This design comes from an exercise in tuning for small area and a short achievable clock period on the open sky130 flow, not from production work. Only simulation tests tie the RTL to the original design; equivalence was not proved. No activity file was given, so power comes from the tool's default toggle rates.

==> run F <==
## systolic_array_with_skew
module systolic_array_with_skew
#(
  parameter IFMAP_WIDTH = 16,
  parameter WEIGHT_WIDTH = 16,
  parameter OFMAP_WIDTH = 32,
  parameter ARRAY_HEIGHT = 4,
  parameter ARRAY_WIDTH = 4
)(
  input clk,
  input rst_n,
  input en,
  input weight_en,
  input [3:0] weight_wen,
  input [63:0] ifmap_in,
  input [63:0] weight_in,
  input [127:0] ofmap_in,
  output [127:0] ofmap_out
);
==> flow/config.mk <==
export PLATFORM = sky130hd
export DESIGN_NAME = systolic_array_with_skew
export DESIGN_NICKNAME = systolic_array_with_skew
export VERILOG_FILES = /design/flow/design.v
export SDC_FILE = /design/flow/constraint.sdc
export NUM_CORES = 4
export LEC_CHECK = 0
export ABC_AREA = 1
export CAP_MARGIN = 20
export CORE_MARGIN = 2
export CORE_UTILIZATION = 70
export PLACE_DENSITY = 0.78
export SLEW_MARGIN = 20
==> flow/constraint.sdc <==
create_clock -name core_clock -period 10.0 [get_ports {clk}]
set_input_delay 2.0000 -clock core_clock [delete_from_list [all_inputs] [get_ports {clk}]]
set_output_delay 2.0000 -clock core_clock [all_outputs]
set_load 0.01 [all_outputs]
standard.sh (not shown) runs the stock make flow with config.mk's settings and CLKGATE_MAP_FILE= SYNTH_SCRIPT=/design/flow/synth_recipe.tcl, a recipe that flattens the netlist after the stock synthesis.
==> flow/flow/run.sh <==
#!/bin/bash
set -euo pipefail
WORK=$(pwd)
SETUP_MARGIN=6.4
# extra ORFS settings: no dummy clock-tree loads, clkbuf_8 clock buffers,
# small port buffers
EXTRA="'CTS_ARGS=-sink_clustering_enable -repair_clock_nets -dont_use_dummy_load -buf_list sky130_fd_sc_hd__clkbuf_8' BUFFER_PORTS_ARGS='-buffer_cell sky130_fd_sc_hd__buf_2'"
FLOWDIR=$WORK/flow

# synthesis script: synth_recipe.tcl with the adder mapping in front of the
# first synth call
{
  echo 'proc synth {args} {'
  echo '  if {![info exists ::adders_mapped]} {'
  echo '    set ::adders_mapped 1'
  echo "    yosys techmap -map $FLOWDIR/fa_map.v"
  echo '  }'
  echo '  yosys synth -nofsm -noshare {*}$args'
  echo '}'
  tail -n +2 "$WORK/synth_recipe.tcl"
} > "$WORK/own_synth.tcl"
grep -q '^proc synth {args} { yosys synth -nofsm -noshare {\*}\$args }$' "$WORK/synth_recipe.tcl"

sed "s#SYNTH_SCRIPT=[^ ]*#SYNTH_SCRIPT=$WORK/own_synth.tcl SETUP_SLACK_MARGIN=$SETUP_MARGIN $EXTRA#" "$WORK/standard.sh" > "$WORK/own_standard.sh"
grep -q "SYNTH_SCRIPT=$WORK/own_synth.tcl" "$WORK/own_standard.sh"

bash "$WORK/own_standard.sh" "$@" > "$WORK/orfs_make.log" 2>&1
==> flow/flow/fa_map.v <==
// Maps the design's full and half adder modules straight onto the
// library's adder cells, so the compressor trees keep their structure.
(* techmap_celltype = "fa" *)
module _map_fa (input a, input b, input c, output s, output co);
  sky130_fd_sc_hd__fa_1 _TECHMAP_REPLACE_ (.A(a), .B(b), .CIN(c), .SUM(s), .COUT(co));
endmodule

(* techmap_celltype = "ha" *)
module _map_ha (input a, input b, output s, output co);
  sky130_fd_sc_hd__ha_1 _TECHMAP_REPLACE_ (.A(a), .B(b), .SUM(s), .COUT(co));
endmodule
==> run A: changes against run F <==
--- a/flow/flow/run.sh
+++ b/flow/flow/run.sh
@@ -3,6 +3,5 @@
 WORK=$(pwd)
-SETUP_MARGIN=6.4
-# extra ORFS settings: no dummy clock-tree loads, clkbuf_8 clock buffers,
-# small port buffers
-EXTRA="'CTS_ARGS=-sink_clustering_enable -repair_clock_nets -dont_use_dummy_load -buf_list sky130_fd_sc_hd__clkbuf_8' BUFFER_PORTS_ARGS='-buffer_cell sky130_fd_sc_hd__buf_2'"
+SETUP_MARGIN=6.3
+# extra ORFS settings: no dummy clock-tree loads, small port buffers
+EXTRA="'CTS_ARGS=-sink_clustering_enable -repair_clock_nets -dont_use_dummy_load' BUFFER_PORTS_ARGS='-buffer_cell sky130_fd_sc_hd__buf_2'"
 FLOWDIR=$WORK/flow
Settings changed: CORE_UTILIZATION 70 to 65, PLACE_DENSITY 0.78 to default.
==> run H: changes against run F <==
--- a/flow/flow/run.sh
+++ b/flow/flow/run.sh
@@ -3,6 +3,5 @@
 WORK=$(pwd)
-SETUP_MARGIN=6.4
-# extra ORFS settings: no dummy clock-tree loads, clkbuf_8 clock buffers,
-# small port buffers
-EXTRA="'CTS_ARGS=-sink_clustering_enable -repair_clock_nets -dont_use_dummy_load -buf_list sky130_fd_sc_hd__clkbuf_8' BUFFER_PORTS_ARGS='-buffer_cell sky130_fd_sc_hd__buf_2'"
+SETUP_MARGIN=6.5
+# extra ORFS settings: no dummy clock-tree loads, small port buffers
+EXTRA="'CTS_ARGS=-sink_clustering_enable -repair_clock_nets -dont_use_dummy_load' BUFFER_PORTS_ARGS='-buffer_cell sky130_fd_sc_hd__buf_2'"
 FLOWDIR=$WORK/flow
Settings changed: CORE_UTILIZATION 70 to 65, PLACE_DENSITY 0.78 to default.
==> run summary <==
| quantity | run H | run F | run A |
|---|---|---|---|
| Placed Instance Area | 171000 um2 | 170000 um2 | 170000 um2 |
| Max Clock Freq | 275 MHz | 261 MHz | 268 MHz |
| Clock network area share | 3.06% | 2.73% | 3.17% |
| Slowest CP cell | sky130_fd_sc_hd__fa_1 | sky130_fd_sc_hd__fa_2 | sky130_fd_sc_hd__buf_6 |
| Average detailed-routed wire length per instance | 25.5 um | 25.0 um | 25.2 um |
| Number of clock buffers in the layout | 226 | 358 | 226 |
| Net Sw Frac | 44.2% | 45.0% | 44.4% |
| Setup crit start | isk[1].s[0].r.r[12] | col[0].row[1].genblk1.wn.wreg.r[12] | en |
| Largest stage delay, worst path | 540 ps | 650 ps | 470 ps |
| Reported net switching power | 19.1 mW | 18.9 mW | 18.9 mW |
| Power Combinational | 24.9 mW | 24.4 mW | 24.0 mW |
| Run status | no timing/DRC/antenna violations | no timing/DRC/antenna violations | no timing/DRC/antenna violations |
| Dpl ws | 5060 ps | 4950 ps | 4900 ps |
| Normalized max-slew margin | 33.5% | 27.6% | 25.4% |
| Tapcell Cnt | 3402 | 3185 | 3402 |
| Worst Path Max Fanout | 7 | 17 | 162 |
| Area of the die | 266000 um2 | 247000 um2 | 266000 um2 |
| Metal2 WL | 236000 um | 227000 um | 227000 um |
| Depth of the critical timing path with buffers and inverters included | 10 | 9 | 6 |
| Share of cells above drive strength 1 | 13.1% | 11.9% | 8.60% |
| Detailed-route via count | 143k | 145k | 140k |
| Final Wtd Congestion | 1.01 | 1.01 | 0.989 |
| Layer carrying the most global-route usage | met1 | met2 | met1 |
| Power Dens Cells | 234 nW/um2 | 233 nW/um2 | 239 nW/um2 |
| Met3 wirelength from detailed routing | 75500 um | 85000 um | 71900 um |
| R2R depth | 10 | 9 | 11 |
| CTS root buffer | sky130_fd_sc_hd__clkbuf_16 | sky130_fd_sc_hd__clkbuf_8 | sky130_fd_sc_hd__clkbuf_16 |

[afterwards: timing with drivers on the ports]
How much do the figures lean on ideal ports? The routed layouts below were timed once more, with nothing changed but the port constraints.
Step 1 assumes that a clkbuf_16 drives the clock port and a buf_2 every other input.
Step 2, shift: input delay + t, output delay - t, t = (earliest + latest rising clock arrival at the registers) / 2. This alone moves slack from input paths to output paths.
a / b / c = ideal / step 1 / step 2; a / b = the first two.
run	shift t [ns]	setup WS [ns]	clock arrival spread, ns	slew at the worst register clock pin (ns)
run F	1.165	6.162 / 6.162 / 5.382	0.133 / 0.133	0.07 / 0.07
run A	1.014	6.270 / 6.290 / 5.321	0.091 / 0.091	0.07 / 0.07
run H	1.006	6.363 / 6.363 / 5.460	0.101 / 0.101	0.07 / 0.07
After both steps every run listed still meets setup and hold. The setup slack of run A, which loses most, moves by +0.020 ns with the drivers and by -0.949 ns with both steps.
